This is an optimization exercise on Yosys and OpenROAD, whose aim is small area, not a production implementation.
RTL that was checked went through simulation tests only; none was proved equivalent to the original.
No functional check of the RTL was part of run 1.
Power figures rest on the tool's default switching activity, not on a simulated workload.

==> flow/design.v (outline; a module is shown in full before it is edited, if it fits) <==
// module vending_machine: 1068 lines
// module g_fa: 6 lines
// module g_ha: 6 lines
// module g_nand2: 5 lines
// module g_nor2: 5 lines
// module g_nor2b: 5 lines
// module g_and2: 5 lines
// module g_or2: 5 lines
// module g_inv: 5 lines
// module g_xor2: 5 lines
// module g_xnor2: 5 lines
// module g_a21oi: 5 lines
// module g_mux2i: 5 lines
// module g_a22oi: 5 lines
// module g_a222oi: 5 lines
// module g_a22o: 5 lines
module vending_machine(pclk,prst,pvalid,pready,paddr,pwdata,prdata,wr_rd,coin,coin_valid,num_of_tea_reqd,num_of_milk_reqd,num_of_coffee_reqd,num_of_tea_served,num_of_coffee_served,num_of_milk_served,machine_ready);
  // ...
==> flow/flow/run.sh <==
#!/bin/bash
# Own layout flow: the standard synthesis, every logic cell set to its smallest
# drive strength (the flow's timing repair sizes up what needs it), port buffers
# of the smallest buffer then the
# standard layout steps.
set -euo pipefail
bash standard.sh synth > synth.log 2>&1
R=orfs/results/$FLOW_PLATFORM/vending_machine/base
openroad -no_init -exit -threads "${NUM_CORES:-4}" \
  -log downsize.log flow/downsize.tcl > downsize.out 2>&1
bash standard.sh "BUFFER_PORTS_ARGS=-buffer_cell sky130_fd_sc_hd__buf_1" \
  "CTS_ARGS=-sink_clustering_enable -repair_clock_nets -dont_use_dummy_load -buf_list {sky130_fd_sc_hd__clkbuf_4 sky130_fd_sc_hd__clkbuf_8} -sink_clustering_size 12 -sink_clustering_max_diameter 60" \
  finish > layout.log 2>&1
==> flow/flow/downsize.tcl <==
# Swap each combinational cell of the synthesized netlist to the smallest-area
# cell of the same family (same name but the drive-strength suffix).
set res orfs/results/$::env(FLOW_PLATFORM)/vending_machine/base
read_db $res/1_synth.odb
set db [ord::get_db]
set lib_masters {}
foreach lib [$db getLibs] {
  foreach m [$lib getMasters] {
    set n [$m getName]
    if {[regexp {^(.*)_([0-9]+)$} $n -> base drive]} {
      dict lappend lib_masters $base $m
    }
  }
}
set dont_use {}
if {[info exists ::env(DONT_USE_CELLS)]} { set dont_use [split $::env(DONT_USE_CELLS)] }
set swapped 0
foreach inst [[[$db getChip] getBlock] getInsts] {
  set m [$inst getMaster]
  set n [$m getName]
  if {![regexp {^(.*)_([0-9]+)$} $n -> base drive]} { continue }
  if {[regexp {df|dl|sdf|edf|conb|tap|fill|decap|clk} $base]} { continue }
  set best $m
  set ba [expr {[$m getWidth] * [$m getHeight]}]
  foreach c [dict get $lib_masters $base] {
    if {[lsearch -exact $dont_use [$c getName]] >= 0} { continue }
    set a [expr {[$c getWidth] * [$c getHeight]}]
    if {$a < $ba} { set best $c; set ba $a }
  }
  if {$best ne $m} {
    $inst swapMaster $best
    incr swapped
  }
}
puts "downsized $swapped instances"
write_db $res/1_synth.odb
==> flow/standard.sh <==
#!/bin/bash
# synth_recipe.tcl (not shown) runs the flow's synth.tcl, then flattens the netlist and writes it again
# the make line also repeats each setting of config.mk as NAME=value (left out here)
make -C /OpenROAD-flow-scripts/flow DESIGN_CONFIG=/design/flow/config.mk WORK_HOME=/design/flow/orfs CLKGATE_MAP_FILE= SYNTH_SCRIPT=/design/flow/synth_recipe.tcl "${@:-finish}"
==> flow/config.mk <==
export PLATFORM = sky130hd
export DESIGN_NAME = vending_machine
export DESIGN_NICKNAME = vending_machine
export VERILOG_FILES = /design/flow/design.v
export SDC_FILE = /design/flow/constraint.sdc
export NUM_CORES = 4
export LEC_CHECK = 0
export CAP_MARGIN = 5
export CORE_MARGIN = 2
export CORE_UTILIZATION = 62
export GPL_TIMING_DRIVEN = 0
export SLEW_MARGIN = 5
export SYNTH_HIERARCHICAL = 1
==> flow/constraint.sdc <==
create_clock -name core_clock -period 12.0 [get_ports {pclk}]
set_input_delay 2.4000 -clock core_clock [delete_from_list [all_inputs] [get_ports {pclk}]]
set_output_delay 2.4000 -clock core_clock [all_outputs]
set_load 0.01 [all_outputs]
==> summary.md, run 1 <==
| Metric | Value |
|---|---|
| Storage element area | 0.00273 sq mm |
| Actual slew at the worst max-slew pin | around 1.2 ns |
| M2 GR Usage | 0.428 |
| Hold Vio Cnt, Final | 0 |
| Total global routing overflow | 0 |
| Final Cell Area | 0.00936 sq mm |
| Status | no timing/DRC/antenna violations |
| TAP cells | 176 |
| Total track usage | 0.279 |
| Vias in the first global route | 5939 |
| Top Consumer | combinational cells |
| Cell area after placement | 0.00906 sq mm |
| CTS buffer count | 9 |
| DR WL met2 | 8830 microns |
| Setup-failing EPs final | 0 |
| Synth warn | 7 |
| Number of buffers and inverters on the critical path | 2 |
| Initial antenna violation count | 0 |
| Non-CTS buffers | 88 |
| Ant diodes | 0 |
| Unrepaired setup endpoints after global routing | false |
| Worst hold start | credit[24]$_DFF_P_ |
| Pin count of the biggest net entering global routing | 23 |
| Hpwl dp | 15400 microns |
| Slew HR | 0.182 |
| Share of cells above drive strength 1 | 0.0661 |
| Largest register FFs | 32 |
| Seq_cells | roughly 100 |
| NumNets Final | 932 |
| Clock share of power | 0.066 |
==> run 2: changes to the inputs <==
--- a/flow/design.v
+++ b/flow/design.v
@@ -53,17 +53,17 @@
 	if (!coin_valid) cv = 10'd0;
 end
 wire [31:0] c;
 wire cc10, cc22;
 wire [22:10] pre;
 wire [22:0] low;
 wire [31:0] credit_d;
 wire [32:22] O, Z;
-wire tkp, kpp, up, dn;
+wire tkp, kpp, up, dn, updn;
 wire sv;
 wire [11:0] served_d;
   wire n1, n2;
   g_ha u3 (.a(credit[0]), .b(cv[0]), .s(n1), .co(n2));
   assign c[0] = n1;
   wire n4, n5;
   g_fa u6 (.a(credit[1]), .b(cv[1]), .ci(n2), .s(n4), .co(n5));
   assign c[1] = n4;
@@ -673,401 +673,418 @@
   wire n743;
   g_or2 u744 (.a(n481), .b(n739), .y(n743));
   wire n745;
   g_xnor2 u746 (.a(n496), .b(n743), .y(n745));
   wire n747;
   g_or2 u748 (.a(n496), .b(n743), .y(n747));
   wire n749, n750;
   g_fa u751 (.a(n497), .b(n511), .ci(n747), .s(n749), .co(n750));
-  wire n752, n753;
-  g_fa u754 (.a(n512), .b(n526), .ci(n750), .s(n752), .co(n753));
-  wire n755, n756;
-  g_fa u757 (.a(n527), .b(n541), .ci(n753), .s(n755), .co(n756));
-  wire n758, n759;
-  g_fa u760 (.a(n542), .b(n556), .ci(n756), .s(n758), .co(n759));
-  wire n761, n762;
-  g_fa u763 (.a(n557), .b(n571), .ci(n759), .s(n761), .co(n762));
-  wire n764, n765;
-  g_fa u766 (.a(n572), .b(n586), .ci(n762), .s(n764), .co(n765));
-  wire n767, n768;
-  g_fa u769 (.a(n587), .b(n601), .ci(n765), .s(n767), .co(n768));
+  wire n752;
+  g_xor2 u753 (.a(n512), .b(n526), .y(n752));
+  wire n754;
+  g_xor2 u755 (.a(n752), .b(n750), .y(n754));
+  wire n756;
+  g_mux2i u757 (.a0(n512), .a1(n750), .sel(n752), .y(n756));
+  wire n758;
+  g_xor2 u759 (.a(n527), .b(n541), .y(n758));
+  wire n760;
+  g_xnor2 u761 (.a(n758), .b(n756), .y(n760));
+  wire n762;
+  g_nand2 u763 (.a(n527), .b(n541), .y(n762));
+  wire n764;
+  g_nor2 u765 (.a(n527), .b(n541), .y(n764));
+  wire n766;
+  g_a21oi u767 (.a1(n762), .a2(n756), .b1(n764), .y(n766));
+  wire n768;
+  g_xor2 u769 (.a(n542), .b(n556), .y(n768));
   wire n770;
-  g_xor2 u771 (.a(n602), .b(n616), .y(n770));
+  g_xor2 u771 (.a(n768), .b(n766), .y(n770));
   wire n772;
-  g_xor2 u773 (.a(n770), .b(n768), .y(n772));
+  g_mux2i u773 (.a0(n542), .a1(n766), .sel(n768), .y(n772));
   wire n774;
-  g_mux2i u775 (.a0(n602), .a1(n768), .sel(n770), .y(n774));
+  g_xor2 u775 (.a(n557), .b(n571), .y(n774));
   wire n776;
-  g_xor2 u777 (.a(n617), .b(n631), .y(n776));
+  g_xnor2 u777 (.a(n774), .b(n772), .y(n776));
   wire n778;
-  g_xnor2 u779 (.a(n776), .b(n774), .y(n778));
+  g_nand2 u779 (.a(n557), .b(n571), .y(n778));
   wire n780;
-  g_nand2 u781 (.a(n617), .b(n631), .y(n780));
+  g_nor2 u781 (.a(n557), .b(n571), .y(n780));
   wire n782;
-  g_nor2 u783 (.a(n617), .b(n631), .y(n782));
+  g_a21oi u783 (.a1(n778), .a2(n772), .b1(n780), .y(n782));
   wire n784;
-  g_a21oi u785 (.a1(n780), .a2(n774), .b1(n782), .y(n784));
+  g_xor2 u785 (.a(n572), .b(n586), .y(n784));
   wire n786;
-  g_xor2 u787 (.a(n632), .b(n646), .y(n786));
+  g_xor2 u787 (.a(n784), .b(n782), .y(n786));
   wire n788;
-  g_xor2 u789 (.a(n786), .b(n784), .y(n788));
+  g_mux2i u789 (.a0(n572), .a1(n782), .sel(n784), .y(n788));
   wire n790;
-  g_mux2i u791 (.a0(n632), .a1(n784), .sel(n786), .y(n790));
+  g_xor2 u791 (.a(n587), .b(n601), .y(n790));
   wire n792;
-  g_xor2 u793 (.a(n647), .b(n661), .y(n792));
+  g_xnor2 u793 (.a(n790), .b(n788), .y(n792));
   wire n794;
-  g_xnor2 u795 (.a(n792), .b(n790), .y(n794));
+  g_nand2 u795 (.a(n587), .b(n601), .y(n794));
   wire n796;
-  g_nand2 u797 (.a(n647), .b(n661), .y(n796));
+  g_nor2 u797 (.a(n587), .b(n601), .y(n796));
   wire n798;
-  g_nor2 u799 (.a(n647), .b(n661), .y(n798));
+  g_a21oi u799 (.a1(n794), .a2(n788), .b1(n796), .y(n798));
   wire n800;
-  g_a21oi u801 (.a1(n796), .a2(n790), .b1(n798), .y(n800));
+  g_xor2 u801 (.a(n602), .b(n616), .y(n800));
   wire n802;
-  g_xor2 u803 (.a(n662), .b(n676), .y(n802));
+  g_xor2 u803 (.a(n800), .b(n798), .y(n802));
   wire n804;
-  g_xor2 u805 (.a(n802), .b(n800), .y(n804));
+  g_mux2i u805 (.a0(n602), .a1(n798), .sel(n800), .y(n804));
   wire n806;
-  g_mux2i u807 (.a0(n662), .a1(n800), .sel(n802), .y(n806));
+  g_xor2 u807 (.a(n617), .b(n631), .y(n806));
   wire n808;
-  g_xor2 u809 (.a(n677), .b(n691), .y(n808));
+  g_xnor2 u809 (.a(n806), .b(n804), .y(n808));
   wire n810;
-  g_xnor2 u811 (.a(n808), .b(n806), .y(n810));
+  g_nand2 u811 (.a(n617), .b(n631), .y(n810));
   wire n812;
-  g_nand2 u813 (.a(n677), .b(n691), .y(n812));
+  g_nor2 u813 (.a(n617), .b(n631), .y(n812));
   wire n814;
-  g_nor2 u815 (.a(n677), .b(n691), .y(n814));
+  g_a21oi u815 (.a1(n810), .a2(n804), .b1(n812), .y(n814));
   wire n816;
-  g_a21oi u817 (.a1(n812), .a2(n806), .b1(n814), .y(n816));
+  g_xor2 u817 (.a(n632), .b(n646), .y(n816));
   wire n818;
-  g_xor2 u819 (.a(n692), .b(n706), .y(n818));
+  g_xor2 u819 (.a(n816), .b(n814), .y(n818));
   wire n820;
-  g_xor2 u821 (.a(n818), .b(n816), .y(n820));
+  g_mux2i u821 (.a0(n632), .a1(n814), .sel(n816), .y(n820));
   wire n822;
-  g_mux2i u823 (.a0(n692), .a1(n816), .sel(n818), .y(n822));
+  g_xor2 u823 (.a(n647), .b(n661), .y(n822));
   wire n824;
-  g_xor2 u825 (.a(n718), .b(n822), .y(n824));
+  g_xnor2 u825 (.a(n822), .b(n820), .y(n824));
   wire n826;
-  g_nor2b u827 (.a(n718), .bn(n822), .y(n826));
+  g_nand2 u827 (.a(n647), .b(n661), .y(n826));
   wire n828;
-  g_xor2 u829 (.a(n719), .b(n727), .y(n828));
+  g_nor2 u829 (.a(n647), .b(n661), .y(n828));
   wire n830;
-  g_xnor2 u831 (.a(n828), .b(n826), .y(n830));
+  g_a21oi u831 (.a1(n826), .a2(n820), .b1(n828), .y(n830));
   wire n832;
-  g_nand2 u833 (.a(n719), .b(n727), .y(n832));
+  g_xor2 u833 (.a(n662), .b(n676), .y(n832));
   wire n834;
-  g_nor2 u835 (.a(n719), .b(n727), .y(n834));
+  g_xor2 u835 (.a(n832), .b(n830), .y(n834));
   wire n836;
-  g_a21oi u837 (.a1(n832), .a2(n826), .b1(n834), .y(n836));
+  g_mux2i u837 (.a0(n662), .a1(n830), .sel(n832), .y(n836));
   wire n838;
-  g_xor2 u839 (.a(n728), .b(n730), .y(n838));
+  g_xor2 u839 (.a(n677), .b(n691), .y(n838));
   wire n840;
-  g_xor2 u841 (.a(n838), .b(n836), .y(n840));
+  g_xnor2 u841 (.a(n838), .b(n836), .y(n840));
   wire n842;
-  g_mux2i u843 (.a0(n728), .a1(n836), .sel(n838), .y(n842));
+  g_nand2 u843 (.a(n677), .b(n691), .y(n842));
   wire n844;
-  g_xor2 u845 (.a(c[21]), .b(n731), .y(n844));
+  g_nor2 u845 (.a(n677), .b(n691), .y(n844));
   wire n846;
-  g_xnor2 u847 (.a(n844), .b(n842), .y(n846));
+  g_a21oi u847 (.a1(n842), .a2(n836), .b1(n844), .y(n846));
   wire n848;
-  g_nand2 u849 (.a(c[21]), .b(n731), .y(n848));
+  g_xor2 u849 (.a(n692), .b(n706), .y(n848));
   wire n850;
-  g_nor2 u851 (.a(c[21]), .b(n731), .y(n850));
+  g_xor2 u851 (.a(n848), .b(n846), .y(n850));
   wire n852;
-  g_a21oi u853 (.a1(n848), .a2(n842), .b1(n850), .y(n852));
-  assign low = {n852, n846, n840, n830, n824, n820, n810, n804, n794, n788, n778, n772, n767, n764, n761, n758, n755, n752, n749, n745, n741, n737, n733};
+  g_mux2i u853 (.a0(n692), .a1(n846), .sel(n848), .y(n852));
   wire n854;
-  g_a222oi u855 (.a1(st), .a2(tea_cost[0]), .b1(sc), .b2(coffee_cost[0]), .c1(sm), .c2(milk_cost[0]), .y(n854));
+  g_xor2 u855 (.a(n718), .b(n852), .y(n854));
   wire n856;
-  g_inv u857 (.a(n854), .y(n856));
-  assign rsel[0] = n856;
+  g_nor2b u857 (.a(n718), .bn(n852), .y(n856));
   wire n858;
-  g_a222oi u859 (.a1(st), .a2(tea_cost[1]), .b1(sc), .b2(coffee_cost[1]), .c1(sm), .c2(milk_cost[1]), .y(n858));
+  g_xor2 u859 (.a(n719), .b(n727), .y(n858));
   wire n860;
-  g_inv u861 (.a(n858), .y(n860));
-  assign rsel[1] = n860;
+  g_xnor2 u861 (.a(n858), .b(n856), .y(n860));
   wire n862;
-  g_a222oi u863 (.a1(st), .a2(tea_cost[2]), .b1(sc), .b2(coffee_cost[2]), .c1(sm), .c2(milk_cost[2]), .y(n862));
+  g_nand2 u863 (.a(n719), .b(n727), .y(n862));
   wire n864;
-  g_inv u865 (.a(n862), .y(n864));
-  assign rsel[2] = n864;
+  g_nor2 u865 (.a(n719), .b(n727), .y(n864));
   wire n866;
-  g_a222oi u867 (.a1(st), .a2(tea_cost[3]), .b1(sc), .b2(coffee_cost[3]), .c1(sm), .c2(milk_cost[3]), .y(n866));
+  g_a21oi u867 (.a1(n862), .a2(n856), .b1(n864), .y(n866));
   wire n868;
-  g_inv u869 (.a(n866), .y(n868));
-  assign rsel[3] = n868;
+  g_xor2 u869 (.a(n728), .b(n730), .y(n868));
   wire n870;
-  g_a222oi u871 (.a1(st), .a2(tea_cost[4]), .b1(sc), .b2(coffee_cost[4]), .c1(sm), .c2(milk_cost[4]), .y(n870));
+  g_xor2 u871 (.a(n868), .b(n866), .y(n870));
   wire n872;
-  g_inv u873 (.a(n870), .y(n872));
-  assign rsel[4] = n872;
+  g_mux2i u873 (.a0(n728), .a1(n866), .sel(n868), .y(n872));
   wire n874;
-  g_a222oi u875 (.a1(st), .a2(tea_cost[5]), .b1(sc), .b2(coffee_cost[5]), .c1(sm), .c2(milk_cost[5]), .y(n874));
+  g_xor2 u875 (.a(c[21]), .b(n731), .y(n874));
   wire n876;
-  g_inv u877 (.a(n874), .y(n876));
-  assign rsel[5] = n876;
+  g_xnor2 u877 (.a(n874), .b(n872), .y(n876));
   wire n878;
-  g_a222oi u879 (.a1(st), .a2(tea_cost[6]), .b1(sc), .b2(coffee_cost[6]), .c1(sm), .c2(milk_cost[6]), .y(n878));
+  g_nand2 u879 (.a(c[21]), .b(n731), .y(n878));
   wire n880;
-  g_inv u881 (.a(n878), .y(n880));
-  assign rsel[6] = n880;
+  g_nor2 u881 (.a(c[21]), .b(n731), .y(n880));
   wire n882;
-  g_a222oi u883 (.a1(st), .a2(tea_cost[7]), .b1(sc), .b2(coffee_cost[7]), .c1(sm), .c2(milk_cost[7]), .y(n882));
+  g_a21oi u883 (.a1(n878), .a2(n872), .b1(n880), .y(n882));
+  assign low = {n882, n876, n870, n860, n854, n850, n840, n834, n824, n818, n808, n802, n792, n786, n776, n770, n760, n754, n749, n745, n741, n737, n733};
   wire n884;
-  g_inv u885 (.a(n882), .y(n884));
-  assign rsel[7] = n884;
+  g_a222oi u885 (.a1(st), .a2(tea_cost[0]), .b1(sc), .b2(coffee_cost[0]), .c1(sm), .c2(milk_cost[0]), .y(n884));
   wire n886;
-  g_and2 u887 (.a(num_of_tea_reqd[0]), .b(sv), .y(n886));
-  assign served_d[0] = n886;
+  g_inv u887 (.a(n884), .y(n886));
+  assign rsel[0] = n886;
   wire n888;
-  g_and2 u889 (.a(num_of_tea_reqd[1]), .b(sv), .y(n888));
-  assign served_d[1] = n888;
+  g_a222oi u889 (.a1(st), .a2(tea_cost[1]), .b1(sc), .b2(coffee_cost[1]), .c1(sm), .c2(milk_cost[1]), .y(n888));
   wire n890;
-  g_and2 u891 (.a(num_of_tea_reqd[2]), .b(sv), .y(n890));
-  assign served_d[2] = n890;
+  g_inv u891 (.a(n888), .y(n890));
+  assign rsel[1] = n890;
   wire n892;
-  g_and2 u893 (.a(num_of_tea_reqd[3]), .b(sv), .y(n892));
-  assign served_d[3] = n892;
+  g_a222oi u893 (.a1(st), .a2(tea_cost[2]), .b1(sc), .b2(coffee_cost[2]), .c1(sm), .c2(milk_cost[2]), .y(n892));
   wire n894;
-  g_and2 u895 (.a(num_of_coffee_reqd[0]), .b(sv), .y(n894));
-  assign served_d[4] = n894;
+  g_inv u895 (.a(n892), .y(n894));
+  assign rsel[2] = n894;
   wire n896;
-  g_and2 u897 (.a(num_of_coffee_reqd[1]), .b(sv), .y(n896));
-  assign served_d[5] = n896;
+  g_a222oi u897 (.a1(st), .a2(tea_cost[3]), .b1(sc), .b2(coffee_cost[3]), .c1(sm), .c2(milk_cost[3]), .y(n896));
   wire n898;
-  g_and2 u899 (.a(num_of_coffee_reqd[2]), .b(sv), .y(n898));
-  assign served_d[6] = n898;
+  g_inv u899 (.a(n896), .y(n898));
+  assign rsel[3] = n898;
   wire n900;
-  g_and2 u901 (.a(num_of_coffee_reqd[3]), .b(sv), .y(n900));
-  assign served_d[7] = n900;
+  g_a222oi u901 (.a1(st), .a2(tea_cost[4]), .b1(sc), .b2(coffee_cost[4]), .c1(sm), .c2(milk_cost[4]), .y(n900));
   wire n902;
-  g_and2 u903 (.a(num_of_milk_reqd[0]), .b(sv), .y(n902));
-  assign served_d[8] = n902;
+  g_inv u903 (.a(n900), .y(n902));
+  assign rsel[4] = n902;
   wire n904;
-  g_and2 u905 (.a(num_of_milk_reqd[1]), .b(sv), .y(n904));
-  assign served_d[9] = n904;
+  g_a222oi u905 (.a1(st), .a2(tea_cost[5]), .b1(sc), .b2(coffee_cost[5]), .c1(sm), .c2(milk_cost[5]), .y(n904));
   wire n906;
-  g_and2 u907 (.a(num_of_milk_reqd[2]), .b(sv), .y(n906));
-  assign served_d[10] = n906;
+  g_inv u907 (.a(n904), .y(n906));
+  assign rsel[5] = n906;
   wire n908;
-  g_and2 u909 (.a(num_of_milk_reqd[3]), .b(sv), .y(n908));
-  assign served_d[11] = n908;
+  g_a222oi u909 (.a1(st), .a2(tea_cost[6]), .b1(sc), .b2(coffee_cost[6]), .c1(sm), .c2(milk_cost[6]), .y(n908));
   wire n910;
-  g_a22o u911 (.a1(tkp), .a2(low[0]), .b1(kpp), .b2(c[0]), .y(n910));
-  assign credit_d[0] = n910;
+  g_inv u911 (.a(n908), .y(n910));
+  assign rsel[6] = n910;
   wire n912;
-  g_a22o u913 (.a1(tkp), .a2(low[1]), .b1(kpp), .b2(c[1]), .y(n912));
-  assign credit_d[1] = n912;
+  g_a222oi u913 (.a1(st), .a2(tea_cost[7]), .b1(sc), .b2(coffee_cost[7]), .c1(sm), .c2(milk_cost[7]), .y(n912));
   wire n914;
-  g_a22o u915 (.a1(tkp), .a2(low[2]), .b1(kpp), .b2(c[2]), .y(n914));
-  assign credit_d[2] = n914;
+  g_inv u915 (.a(n912), .y(n914));
+  assign rsel[7] = n914;
   wire n916;
-  g_a22o u917 (.a1(tkp), .a2(low[3]), .b1(kpp), .b2(c[3]), .y(n916));
-  assign credit_d[3] = n916;
+  g_and2 u917 (.a(num_of_tea_reqd[0]), .b(sv), .y(n916));
+  assign served_d[0] = n916;
   wire n918;
-  g_a22o u919 (.a1(tkp), .a2(low[4]), .b1(kpp), .b2(c[4]), .y(n918));
-  assign credit_d[4] = n918;
+  g_and2 u919 (.a(num_of_tea_reqd[1]), .b(sv), .y(n918));
+  assign served_d[1] = n918;
   wire n920;
-  g_a22o u921 (.a1(tkp), .a2(low[5]), .b1(kpp), .b2(c[5]), .y(n920));
-  assign credit_d[5] = n920;
+  g_and2 u921 (.a(num_of_tea_reqd[2]), .b(sv), .y(n920));
+  assign served_d[2] = n920;
   wire n922;
-  g_a22o u923 (.a1(tkp), .a2(low[6]), .b1(kpp), .b2(c[6]), .y(n922));
-  assign credit_d[6] = n922;
+  g_and2 u923 (.a(num_of_tea_reqd[3]), .b(sv), .y(n922));
+  assign served_d[3] = n922;
   wire n924;
-  g_a22o u925 (.a1(tkp), .a2(low[7]), .b1(kpp), .b2(c[7]), .y(n924));
-  assign credit_d[7] = n924;
+  g_and2 u925 (.a(num_of_coffee_reqd[0]), .b(sv), .y(n924));
+  assign served_d[4] = n924;
   wire n926;
-  g_a22o u927 (.a1(tkp), .a2(low[8]), .b1(kpp), .b2(c[8]), .y(n926));
-  assign credit_d[8] = n926;
+  g_and2 u927 (.a(num_of_coffee_reqd[1]), .b(sv), .y(n926));
+  assign served_d[5] = n926;
   wire n928;
-  g_a22o u929 (.a1(tkp), .a2(low[9]), .b1(kpp), .b2(c[9]), .y(n928));
-  assign credit_d[9] = n928;
+  g_and2 u929 (.a(num_of_coffee_reqd[2]), .b(sv), .y(n928));
+  assign served_d[6] = n928;
   wire n930;
-  g_a22o u931 (.a1(tkp), .a2(low[10]), .b1(kpp), .b2(c[10]), .y(n930));
-  assign credit_d[10] = n930;
+  g_and2 u931 (.a(num_of_coffee_reqd[3]), .b(sv), .y(n930));
+  assign served_d[7] = n930;
   wire n932;
-  g_a22o u933 (.a1(tkp), .a2(low[11]), .b1(kpp), .b2(c[11]), .y(n932));
-  assign credit_d[11] = n932;
+  g_and2 u933 (.a(num_of_milk_reqd[0]), .b(sv), .y(n932));
+  assign served_d[8] = n932;
   wire n934;
-  g_a22o u935 (.a1(tkp), .a2(low[12]), .b1(kpp), .b2(c[12]), .y(n934));
-  assign credit_d[12] = n934;
+  g_and2 u935 (.a(num_of_milk_reqd[1]), .b(sv), .y(n934));
+  assign served_d[9] = n934;
   wire n936;
-  g_a22o u937 (.a1(tkp), .a2(low[13]), .b1(kpp), .b2(c[13]), .y(n936));
-  assign credit_d[13] = n936;
+  g_and2 u937 (.a(num_of_milk_reqd[2]), .b(sv), .y(n936));
+  assign served_d[10] = n936;
   wire n938;
-  g_a22o u939 (.a1(tkp), .a2(low[14]), .b1(kpp), .b2(c[14]), .y(n938));
-  assign credit_d[14] = n938;
+  g_and2 u939 (.a(num_of_milk_reqd[3]), .b(sv), .y(n938));
+  assign served_d[11] = n938;
   wire n940;
-  g_a22o u941 (.a1(tkp), .a2(low[15]), .b1(kpp), .b2(c[15]), .y(n940));
-  assign credit_d[15] = n940;
+  g_a22o u941 (.a1(tkp), .a2(low[0]), .b1(kpp), .b2(c[0]), .y(n940));
+  assign credit_d[0] = n940;
   wire n942;
-  g_a22o u943 (.a1(tkp), .a2(low[16]), .b1(kpp), .b2(c[16]), .y(n942));
-  assign credit_d[16] = n942;
+  g_a22o u943 (.a1(tkp), .a2(low[1]), .b1(kpp), .b2(c[1]), .y(n942));
+  assign credit_d[1] = n942;
   wire n944;
-  g_a22o u945 (.a1(tkp), .a2(low[17]), .b1(kpp), .b2(c[17]), .y(n944));
-  assign credit_d[17] = n944;
+  g_a22o u945 (.a1(tkp), .a2(low[2]), .b1(kpp), .b2(c[2]), .y(n944));
+  assign credit_d[2] = n944;
   wire n946;
-  g_a22o u947 (.a1(tkp), .a2(low[18]), .b1(kpp), .b2(c[18]), .y(n946));
-  assign credit_d[18] = n946;
+  g_a22o u947 (.a1(tkp), .a2(low[3]), .b1(kpp), .b2(c[3]), .y(n946));
+  assign credit_d[3] = n946;
   wire n948;
-  g_a22o u949 (.a1(tkp), .a2(low[19]), .b1(kpp), .b2(c[19]), .y(n948));
-  assign credit_d[19] = n948;
+  g_a22o u949 (.a1(tkp), .a2(low[4]), .b1(kpp), .b2(c[4]), .y(n948));
+  assign credit_d[4] = n948;
   wire n950;
-  g_a22o u951 (.a1(tkp), .a2(low[20]), .b1(kpp), .b2(c[20]), .y(n950));
-  assign credit_d[20] = n950;
+  g_a22o u951 (.a1(tkp), .a2(low[5]), .b1(kpp), .b2(c[5]), .y(n950));
+  assign credit_d[5] = n950;
   wire n952;
-  g_a22o u953 (.a1(tkp), .a2(low[21]), .b1(kpp), .b2(c[21]), .y(n952));
-  assign credit_d[21] = n952;
-  assign O[22] = 1'b1;
-  assign Z[22] = 1'b1;
-  assign O[23] = credit[22];
-  assign Z[23] = ~credit[22];
+  g_a22o u953 (.a1(tkp), .a2(low[6]), .b1(kpp), .b2(c[6]), .y(n952));
+  assign credit_d[6] = n952;
   wire n954;
-  g_and2 u955 (.a(O[23]), .b(credit[23]), .y(n954));
-  assign O[24] = n954;
+  g_a22o u955 (.a1(tkp), .a2(low[7]), .b1(kpp), .b2(c[7]), .y(n954));
+  assign credit_d[7] = n954;
   wire n956;
-  g_nor2b u957 (.a(credit[23]), .bn(Z[23]), .y(n956));
-  assign Z[24] = n956;
+  g_a22o u957 (.a1(tkp), .a2(low[8]), .b1(kpp), .b2(c[8]), .y(n956));
+  assign credit_d[8] = n956;
   wire n958;
-  g_and2 u959 (.a(O[24]), .b(credit[24]), .y(n958));
-  assign O[25] = n958;
+  g_a22o u959 (.a1(tkp), .a2(low[9]), .b1(kpp), .b2(c[9]), .y(n958));
+  assign credit_d[9] = n958;
   wire n960;
-  g_nor2b u961 (.a(credit[24]), .bn(Z[24]), .y(n960));
-  assign Z[25] = n960;
+  g_a22o u961 (.a1(tkp), .a2(low[10]), .b1(kpp), .b2(c[10]), .y(n960));
+  assign credit_d[10] = n960;
   wire n962;
-  g_and2 u963 (.a(O[25]), .b(credit[25]), .y(n962));
-  assign O[26] = n962;
+  g_a22o u963 (.a1(tkp), .a2(low[11]), .b1(kpp), .b2(c[11]), .y(n962));
+  assign credit_d[11] = n962;
   wire n964;
-  g_nor2b u965 (.a(credit[25]), .bn(Z[25]), .y(n964));
-  assign Z[26] = n964;
+  g_a22o u965 (.a1(tkp), .a2(low[12]), .b1(kpp), .b2(c[12]), .y(n964));
+  assign credit_d[12] = n964;
   wire n966;
-  g_and2 u967 (.a(O[26]), .b(credit[26]), .y(n966));
-  assign O[27] = n966;
+  g_a22o u967 (.a1(tkp), .a2(low[13]), .b1(kpp), .b2(c[13]), .y(n966));
+  assign credit_d[13] = n966;
   wire n968;
-  g_nor2b u969 (.a(credit[26]), .bn(Z[26]), .y(n968));
-  assign Z[27] = n968;
+  g_a22o u969 (.a1(tkp), .a2(low[14]), .b1(kpp), .b2(c[14]), .y(n968));
+  assign credit_d[14] = n968;
   wire n970;
-  g_and2 u971 (.a(O[27]), .b(credit[27]), .y(n970));
-  assign O[28] = n970;
+  g_a22o u971 (.a1(tkp), .a2(low[15]), .b1(kpp), .b2(c[15]), .y(n970));
+  assign credit_d[15] = n970;
   wire n972;
-  g_nor2b u973 (.a(credit[27]), .bn(Z[27]), .y(n972));
-  assign Z[28] = n972;
+  g_a22o u973 (.a1(tkp), .a2(low[16]), .b1(kpp), .b2(c[16]), .y(n972));
+  assign credit_d[16] = n972;
   wire n974;
-  g_and2 u975 (.a(O[28]), .b(credit[28]), .y(n974));
-  assign O[29] = n974;
+  g_a22o u975 (.a1(tkp), .a2(low[17]), .b1(kpp), .b2(c[17]), .y(n974));
+  assign credit_d[17] = n974;
   wire n976;
-  g_nor2b u977 (.a(credit[28]), .bn(Z[28]), .y(n976));
-  assign Z[29] = n976;
+  g_a22o u977 (.a1(tkp), .a2(low[18]), .b1(kpp), .b2(c[18]), .y(n976));
+  assign credit_d[18] = n976;
   wire n978;
-  g_and2 u979 (.a(O[29]), .b(credit[29]), .y(n978));
-  assign O[30] = n978;
+  g_a22o u979 (.a1(tkp), .a2(low[19]), .b1(kpp), .b2(c[19]), .y(n978));
+  assign credit_d[19] = n978;
   wire n980;
-  g_nor2b u981 (.a(credit[29]), .bn(Z[29]), .y(n980));
-  assign Z[30] = n980;
+  g_a22o u981 (.a1(tkp), .a2(low[20]), .b1(kpp), .b2(c[20]), .y(n980));
+  assign credit_d[20] = n980;
   wire n982;
-  g_and2 u983 (.a(O[30]), .b(credit[30]), .y(n982));
-  assign O[31] = n982;
+  g_a22o u983 (.a1(tkp), .a2(low[21]), .b1(kpp), .b2(c[21]), .y(n982));
+  assign credit_d[21] = n982;
+  assign O[22] = 1'b1;
+  assign Z[22] = 1'b1;
+  assign O[23] = credit[22];
+  assign Z[23] = ~credit[22];
   wire n984;
-  g_nor2b u985 (.a(credit[30]), .bn(Z[30]), .y(n984));
-  assign Z[31] = n984;
+  g_and2 u985 (.a(O[23]), .b(credit[23]), .y(n984));
+  assign O[24] = n984;
   wire n986;
-  g_and2 u987 (.a(O[31]), .b(credit[31]), .y(n986));
-  assign O[32] = n986;
+  g_nor2b u987 (.a(credit[23]), .bn(Z[23]), .y(n986));
+  assign Z[24] = n986;
   wire n988;
-  g_nor2b u989 (.a(credit[31]), .bn(Z[31]), .y(n988));
-  assign Z[32] = n988;
+  g_and2 u989 (.a(O[24]), .b(credit[24]), .y(n988));
+  assign O[25] = n988;
   wire n990;
-  g_nor2 u991 (.a(up), .b(dn), .y(n990));
+  g_nor2b u991 (.a(credit[24]), .bn(Z[24]), .y(n990));
+  assign Z[25] = n990;
   wire n992;
-  g_xor2 u993 (.a(credit[22]), .b(n990), .y(n992));
+  g_and2 u993 (.a(O[25]), .b(credit[25]), .y(n992));
+  assign O[26] = n992;
   wire n994;
-  g_nor2 u995 (.a(prst), .b(n992), .y(n994));
-  assign credit_d[22] = n994;
+  g_nor2b u995 (.a(credit[25]), .bn(Z[25]), .y(n994));
+  assign Z[26] = n994;
   wire n996;
-  g_a22oi u997 (.a1(up), .a2(O[23]), .b1(dn), .b2(Z[23]), .y(n996));
+  g_and2 u997 (.a(O[26]), .b(credit[26]), .y(n996));
+  assign O[27] = n996;
   wire n998;
-  g_xor2 u999 (.a(credit[23]), .b(n996), .y(n998));
+  g_nor2b u999 (.a(credit[26]), .bn(Z[26]), .y(n998));
+  assign Z[27] = n998;
   wire n1000;
-  g_nor2 u1001 (.a(prst), .b(n998), .y(n1000));
-  assign credit_d[23] = n1000;
+  g_and2 u1001 (.a(O[27]), .b(credit[27]), .y(n1000));
+  assign O[28] = n1000;
   wire n1002;
-  g_a22oi u1003 (.a1(up), .a2(O[24]), .b1(dn), .b2(Z[24]), .y(n1002));
+  g_nor2b u1003 (.a(credit[27]), .bn(Z[27]), .y(n1002));
+  assign Z[28] = n1002;
   wire n1004;
-  g_xor2 u1005 (.a(credit[24]), .b(n1002), .y(n1004));
+  g_and2 u1005 (.a(O[28]), .b(credit[28]), .y(n1004));
+  assign O[29] = n1004;
   wire n1006;
-  g_nor2 u1007 (.a(prst), .b(n1004), .y(n1006));
-  assign credit_d[24] = n1006;
+  g_nor2b u1007 (.a(credit[28]), .bn(Z[28]), .y(n1006));
+  assign Z[29] = n1006;
   wire n1008;
-  g_a22oi u1009 (.a1(up), .a2(O[25]), .b1(dn), .b2(Z[25]), .y(n1008));
+  g_and2 u1009 (.a(O[29]), .b(credit[29]), .y(n1008));
+  assign O[30] = n1008;
   wire n1010;
-  g_xor2 u1011 (.a(credit[25]), .b(n1008), .y(n1010));
+  g_nor2b u1011 (.a(credit[29]), .bn(Z[29]), .y(n1010));
+  assign Z[30] = n1010;
   wire n1012;
-  g_nor2 u1013 (.a(prst), .b(n1010), .y(n1012));
-  assign credit_d[25] = n1012;
+  g_and2 u1013 (.a(O[30]), .b(credit[30]), .y(n1012));
+  assign O[31] = n1012;
   wire n1014;
-  g_a22oi u1015 (.a1(up), .a2(O[26]), .b1(dn), .b2(Z[26]), .y(n1014));
+  g_nor2b u1015 (.a(credit[30]), .bn(Z[30]), .y(n1014));
+  assign Z[31] = n1014;
   wire n1016;
-  g_xor2 u1017 (.a(credit[26]), .b(n1014), .y(n1016));
+  g_and2 u1017 (.a(O[31]), .b(credit[31]), .y(n1016));
+  assign O[32] = n1016;
   wire n1018;
-  g_nor2 u1019 (.a(prst), .b(n1016), .y(n1018));
-  assign credit_d[26] = n1018;
+  g_nor2b u1019 (.a(credit[31]), .bn(Z[31]), .y(n1018));
+  assign Z[32] = n1018;
   wire n1020;
-  g_a22oi u1021 (.a1(up), .a2(O[27]), .b1(dn), .b2(Z[27]), .y(n1020));
+  g_a21oi u1021 (.a1(prst), .a2(credit[22]), .b1(updn), .y(n1020));
   wire n1022;
-  g_xor2 u1023 (.a(credit[27]), .b(n1020), .y(n1022));
+  g_xnor2 u1023 (.a(credit[22]), .b(n1020), .y(n1022));
+  assign credit_d[22] = n1022;
   wire n1024;
-  g_nor2 u1025 (.a(prst), .b(n1022), .y(n1024));
-  assign credit_d[27] = n1024;
+  g_a222oi u1025 (.a1(up), .a2(O[23]), .b1(dn), .b2(Z[23]), .c1(prst), .c2(credit[23]), .y(n1024));
   wire n1026;
-  g_a22oi u1027 (.a1(up), .a2(O[28]), .b1(dn), .b2(Z[28]), .y(n1026));
+  g_xnor2 u1027 (.a(credit[23]), .b(n1024), .y(n1026));
+  assign credit_d[23] = n1026;
   wire n1028;
-  g_xor2 u1029 (.a(credit[28]), .b(n1026), .y(n1028));
+  g_a222oi u1029 (.a1(up), .a2(O[24]), .b1(dn), .b2(Z[24]), .c1(prst), .c2(credit[24]), .y(n1028));
   wire n1030;
-  g_nor2 u1031 (.a(prst), .b(n1028), .y(n1030));
-  assign credit_d[28] = n1030;
+  g_xnor2 u1031 (.a(credit[24]), .b(n1028), .y(n1030));
+  assign credit_d[24] = n1030;
   wire n1032;
-  g_a22oi u1033 (.a1(up), .a2(O[29]), .b1(dn), .b2(Z[29]), .y(n1032));
+  g_a222oi u1033 (.a1(up), .a2(O[25]), .b1(dn), .b2(Z[25]), .c1(prst), .c2(credit[25]), .y(n1032));
   wire n1034;
-  g_xor2 u1035 (.a(credit[29]), .b(n1032), .y(n1034));
+  g_xnor2 u1035 (.a(credit[25]), .b(n1032), .y(n1034));
+  assign credit_d[25] = n1034;
   wire n1036;
-  g_nor2 u1037 (.a(prst), .b(n1034), .y(n1036));
-  assign credit_d[29] = n1036;
+  g_a222oi u1037 (.a1(up), .a2(O[26]), .b1(dn), .b2(Z[26]), .c1(prst), .c2(credit[26]), .y(n1036));
   wire n1038;
-  g_a22oi u1039 (.a1(up), .a2(O[30]), .b1(dn), .b2(Z[30]), .y(n1038));
+  g_xnor2 u1039 (.a(credit[26]), .b(n1036), .y(n1038));
+  assign credit_d[26] = n1038;
   wire n1040;
-  g_xor2 u1041 (.a(credit[30]), .b(n1038), .y(n1040));
+  g_a222oi u1041 (.a1(up), .a2(O[27]), .b1(dn), .b2(Z[27]), .c1(prst), .c2(credit[27]), .y(n1040));
   wire n1042;
-  g_nor2 u1043 (.a(prst), .b(n1040), .y(n1042));
-  assign credit_d[30] = n1042;
+  g_xnor2 u1043 (.a(credit[27]), .b(n1040), .y(n1042));
+  assign credit_d[27] = n1042;
   wire n1044;
-  g_a22oi u1045 (.a1(up), .a2(O[31]), .b1(dn), .b2(Z[31]), .y(n1044));
+  g_a222oi u1045 (.a1(up), .a2(O[28]), .b1(dn), .b2(Z[28]), .c1(prst), .c2(credit[28]), .y(n1044));
   wire n1046;
-  g_xor2 u1047 (.a(credit[31]), .b(n1044), .y(n1046));
+  g_xnor2 u1047 (.a(credit[28]), .b(n1044), .y(n1046));
+  assign credit_d[28] = n1046;
   wire n1048;
-  g_nor2 u1049 (.a(prst), .b(n1046), .y(n1048));
-  assign credit_d[31] = n1048;
+  g_a222oi u1049 (.a1(up), .a2(O[29]), .b1(dn), .b2(Z[29]), .c1(prst), .c2(credit[29]), .y(n1048));
+  wire n1050;
+  g_xnor2 u1051 (.a(credit[29]), .b(n1048), .y(n1050));
+  assign credit_d[29] = n1050;
+  wire n1052;
+  g_a222oi u1053 (.a1(up), .a2(O[30]), .b1(dn), .b2(Z[30]), .c1(prst), .c2(credit[30]), .y(n1052));
+  wire n1054;
+  g_xnor2 u1055 (.a(credit[30]), .b(n1052), .y(n1054));
+  assign credit_d[30] = n1054;
+  wire n1056;
+  g_a222oi u1057 (.a1(up), .a2(O[31]), .b1(dn), .b2(Z[31]), .c1(prst), .c2(credit[31]), .y(n1056));
+  wire n1058;
+  g_xnor2 u1059 (.a(credit[31]), .b(n1056), .y(n1058));
+  assign credit_d[31] = n1058;
 wire c31 = credit[31] ^ (cc22 & O[31]);
 wire chi_zero = cc22 ? O[32] : Z[32];
 wire ok = coin_valid & ~c31;
 wire serve = ~c31 & (low[22] | ~chi_zero);
 wire take = ok & (low[22] | ~chi_zero);
 wire bw = ok & ~chi_zero & ~low[22];
-assign up = cc22 & ~bw;
-assign dn = bw & ~cc22;
+assign up = ~prst & cc22 & ~bw;
+assign dn = ~prst & bw & ~cc22;
+assign updn = up | dn;
 assign sv = serve & ~prst;
 assign tkp = ~prst & ok & (low[22] | ~chi_zero);
 assign kpp = ~prst & ~(ok & (low[22] | ~chi_zero));
 always @(posedge pclk) begin
 	credit <= credit_d;
+	machine_ready <= ~prst & (machine_ready | coin_valid);
 	if (prst | coin_valid) begin
 		num_of_tea_served <= served_d[3:0];
 		num_of_coffee_served <= served_d[7:4];
 		num_of_milk_served <= served_d[11:8];
-		machine_ready <= ~prst;
 	end
 end
 endmodule
 module g_fa(a, b, ci, s, co);
 input a, b, ci;
 output s, co;
 assign s = a ^ b ^ ci;
 assign co = (a & b) | (a & ci) | (b & ci);
==> summary.md, run 2 <==
| Metric | Value |
|---|---|
| PnR worst setup slack | 0.418 ns (was 0.429 ns) |
| Synthesized area | 0.00858 sq mm (was 0.00851 sq mm) |
| ANT nets after route | 0 (unchanged) |
| Hold Vio Cnt, Final | 0 (unchanged) |
| RR Endpoint | credit[19]$_DFF_P_ (was credit[31]$_DFF_P_) |
| Vias per Instance | 6.86 (was 6.85) |
| Fin cells | 898 (was 887) |
| Gp weighted congestion | 0.874 (was 0.871) |
| Initial antenna violation count | 0 (unchanged) |
| Switching part of the total | 0.441 (was 0.439) |
| Initial DRC count | 1209 (was 1152) |
| Internal power | 0.00157 W (was 0.00147 W) |
| Worst-path clk slew | 0.09 ns (about the same) |
| Worst Skew | 0.0321 ns (was 0.0388 ns) |
| Logic pwr share | 0.767 (was 0.748) |
| Hold Path End | machine_ready$_DFF_P_ (was credit[24]$_DFF_P_) |
| Synth warn | 7 (unchanged) |
| Routed via count | 6157 (was 6078) |
| Final min period | 11.58 ns (was 11.57 ns) |
| Synth Instances | 631 (was 616) |
| Startpoint Class | register (was input port) |
| # IOs | 74 (unchanged) |
| Top delay family on crit path | adder cells (unchanged) |
| Clk latency of the worst-skew pair | 0.38 ns (about the same) |
| Status | no timing/DRC/antenna violations (unchanged) |
| Static leakage | 3.28 nW (about the same) |
| CP Max Fanout | 22 (was 16) |
| Critical path's most frequent cell | fa_1 (unchanged) |
| Area growth from synthesis to layout | 8.99% (was 9.95%) |
| Commonest non-fill, non-tap cell in the layout | fa_1 (unchanged) |
| First-pass DRT Iterations | 10 (unchanged) |
| P_sw | 0.00124 W (was 0.00115 W) |
| Reg2reg start | milk_cost[1]$_DFFE_PP_ (was coffee_cost[0]$_DFFE_PP_) |
| Setup-failing EPs final | 0 (unchanged) |
| Slew HR | 0.190 (was 0.182) |
| Largest stage delay on the critical path | 0.57 ns (was 0.99 ns) |
| Ant diodes | 0 (unchanged) |
| First-pass GRT wire length | 31400 microns (was 31300 microns) |
| Synth Area per Inst | 13.6 sq um (was 13.8 sq um) |
| Post-Route WL | 19400 microns (was 19500 microns) |
| CTS tree | done (unchanged) |
| Fmax | 86.3 MHz (was 86.4 MHz) |
| # rows | 42 (unchanged) |
| Max-slew violations | 0 (unchanged) |
| Die width | 122 microns (was 121 microns) |
| Max Cap Violations | 0 (unchanged) |
| CTS buffer count | 9 (unchanged) |
| Port Buffers | 73 (unchanged) |
| Share of cells above drive strength 1 | 0.0512 (was 0.0661) |
| NumNets Final | 937 (was 932) |
| Setup tns final | 0 ns (unchanged) |
| DRC | 0 (unchanged) |
| Power per Cell Area | 300 mW/mm^2 (was 279 mW/mm^2) |
| Longest Clk Path Bufs | 2 (unchanged) |
| Post-Syn Nets | 844 (was 835) |
| Critical Path End Type | register (unchanged) |
| Number of buffers and inverters on the critical path | 0 (was 2) |
| Largest register FFs | 32 (unchanged) |
| Core area | 0.0134 sq mm (was 0.0133 sq mm) |
| Fin util | 0.698 (was 0.701) |
| Maximum VDD drop | 223 uV (was 206 uV) |
| Post-Place Cells | 881 (was 866) |
| Slowest-stage cell, CP | fa_1 (was nor2b_1) |
| Total track usage | 0.278 (was 0.279) |
| Hpwl dp | 15900 microns (was 15400 microns) |
| Die Area | 0.0148 sq mm (was 0.0147 sq mm) |
| Hold Path Stages | 2 (unchanged) |
| Clock share of power | 0.059 (was 0.066) |
| Sequential share of power | 0.174 (was 0.186) |
| Clock Sinks | 102 (unchanged) |
| Clock Root Buffer | clkbuf_8 (unchanged) |
| Place WS | -0.758 ns (was -0.654 ns) |
| Largest Register | credit (unchanged) |
| Total global routing overflow | 0 (unchanged) |
| Vias in the first global route | 6218 (was 5939) |
| Commonest non-fill, non-tap cells in the layout | 141 x fa_1, 107 x a222oi_1, 74 x buf_1, 68 x edfxtp_1 (was 148 x fa_1, 98 x a222oi_1, 73 x buf_1, 69 x edfxtp_1, 33 x dfxtp_1) |
| Worst hold start | machine_ready$_DFF_P_ (was credit[24]$_DFF_P_) |
| Critical Path RT | 12.30 ns (was 12.22 ns) |
| # hold bufs at CTS | 0 (unchanged) |
| Critical path arrival | 11.89 ns (was 11.79 ns) |
| Hold WC Path Type | reg2reg (unchanged) |
| H-tree level count | 3 (unchanged) |
| Actual slew at the worst max-slew pin | 1.21 ns (was 1.22 ns) |
| Die span in y | 122 microns (was 121 microns) |
| R2R Setup Slk | 0.42 ns (was 0.45 ns) |
| Initial Utilization | 0.640 (was 0.638) |
| Final Cycle Share | 0.965 (was 0.964) |
| Hold Slack | 0.470 ns (was 0.551 ns) |
| R2R depth | 30 (was 32) |
| Crit Path Category | reg2reg (was in2reg) |
| Pin count of the biggest net entering global routing | 23 (unchanged) |
| Wire per inst | 21.6 microns (was 21.9 microns) |
[run 2: metal layers]
| metal | GRT usage | routed length [microns] |
|---|---|---|
| met1 | 0.398 | 8020 |
| met2 | 0.441 | 9270 |
| met3 | 0.0599 | 1910 |
| met4 | 0.0726 | 235 |
| met5 | 0 | 0 |
[run 2: area by class of cell]
| class | instances | area (sq um) |
|---|---|---|
| clock buffer | 9 | 124 |
| sequential | 102 | 2720 |
| multi-input combinational | 511 | 5870 |
| fill | 995 | 4050 |
| buffer | 3 | 11.3 |
| inverter | 15 | 56.3 |
| tap | 176 | 220 |
| timing repair buffer | 82 | 345 |
[run 2: worst register-to-register path: cells and delay by family, from the launching register on]
kind | cells | cell delay [ns]
AO/OA/AOI/OAI | 6 | 1.41
flip-flops | 1 | 0.54
XOR/XNOR | 1 | 0.19
adder cells (fa/ha/maj) | 19 | 8.50
AND/OR/NAND/NOR | 2 | 0.40
multiplexers | 2 | 0.48
[run 2: stage by stage]
step	instance area, sq um	total power, W
2_1_floorplan	8580	0.00222
3_3_place_gp	9080	0.00248
3_5_place_dp	9110	0.00259
4_1_cts	9260	0.00275
5_1_grt	9350	0.00308
6_report	9350	0.00280
[run 2: worst max-delay path by stage]
stage / start / end / slack [ns] / depth (start not counted)
3_5_place_dp: num_of_tea_reqd[2] / credit[23]$_DFF_P_ / -0.76 / 25
4_1_cts: tea_cost[1]$_DFFE_PP_ / credit[25]$_DFF_P_ / 0.006 / 30
5_1_grt: tea_cost[1]$_DFFE_PP_ / credit[19]$_DFF_P_ / -0.04 / 30
6_report: milk_cost[1]$_DFFE_PP_ / credit[19]$_DFF_P_ / 0.42 / 30
3_3_place_gp: num_of_tea_reqd[2] / credit[2]$_DFF_P_ / -0.80 / 25
2_1_floorplan: num_of_tea_reqd[2] / credit[0]$_DFF_P_ / 0.65 / 24
[run 2: power groups by stage]
stage	clock network (W)	registers [W]	logic [W]
after floorplan	0	0.000494	0.00172
after global placement	0	0.000493	0.00199
after detailed placement	0	0.000496	0.00209
after CTS	0.000174	0.000488	0.00209
after global routing	0.000186	0.000494	0.00240
final	0.000166	0.000487	0.00215
[run 2: what timing repair did]
item	in CTS	in global routing
gates resized for setup	5	10
setup endpoints to repair	43	44
pin swaps	0	3
setup buffers	0	8
endpoints found under the hold margin	0	0

==> re-timing with driven ports <==
In the flow no input, the clock included, has a driving cell. The finished layouts below were timed again as built, in two steps.
Step 1: set_driving_cell puts a clkbuf_16 on pclk and a buf_2 on each other input, an assumption about the parent block.
Step 2 times the ports against the registers' clock, not the clock port: input delays grow and output delays shrink by t, the midpoint of the rising clock arrivals with the driver on.
Slacks: ideal ports / drivers / drivers and shift; pairs: ideal ports / drivers.
| run | t (ns) | setup WS [ns] | worst setup path after step 2 |
|---|---|---|---|
| run 1 | 0.406 | 0.429 / 0.445 / 0.039 | input to register |
| run 2 | 0.398 | 0.418 / 0.418 / 0.103 | input to register |
After both steps setup and hold are still met in every run listed. For run 1, which loses most, drivers alone change the setup slack by +0.016 ns; drivers and shift together by -0.390 ns.
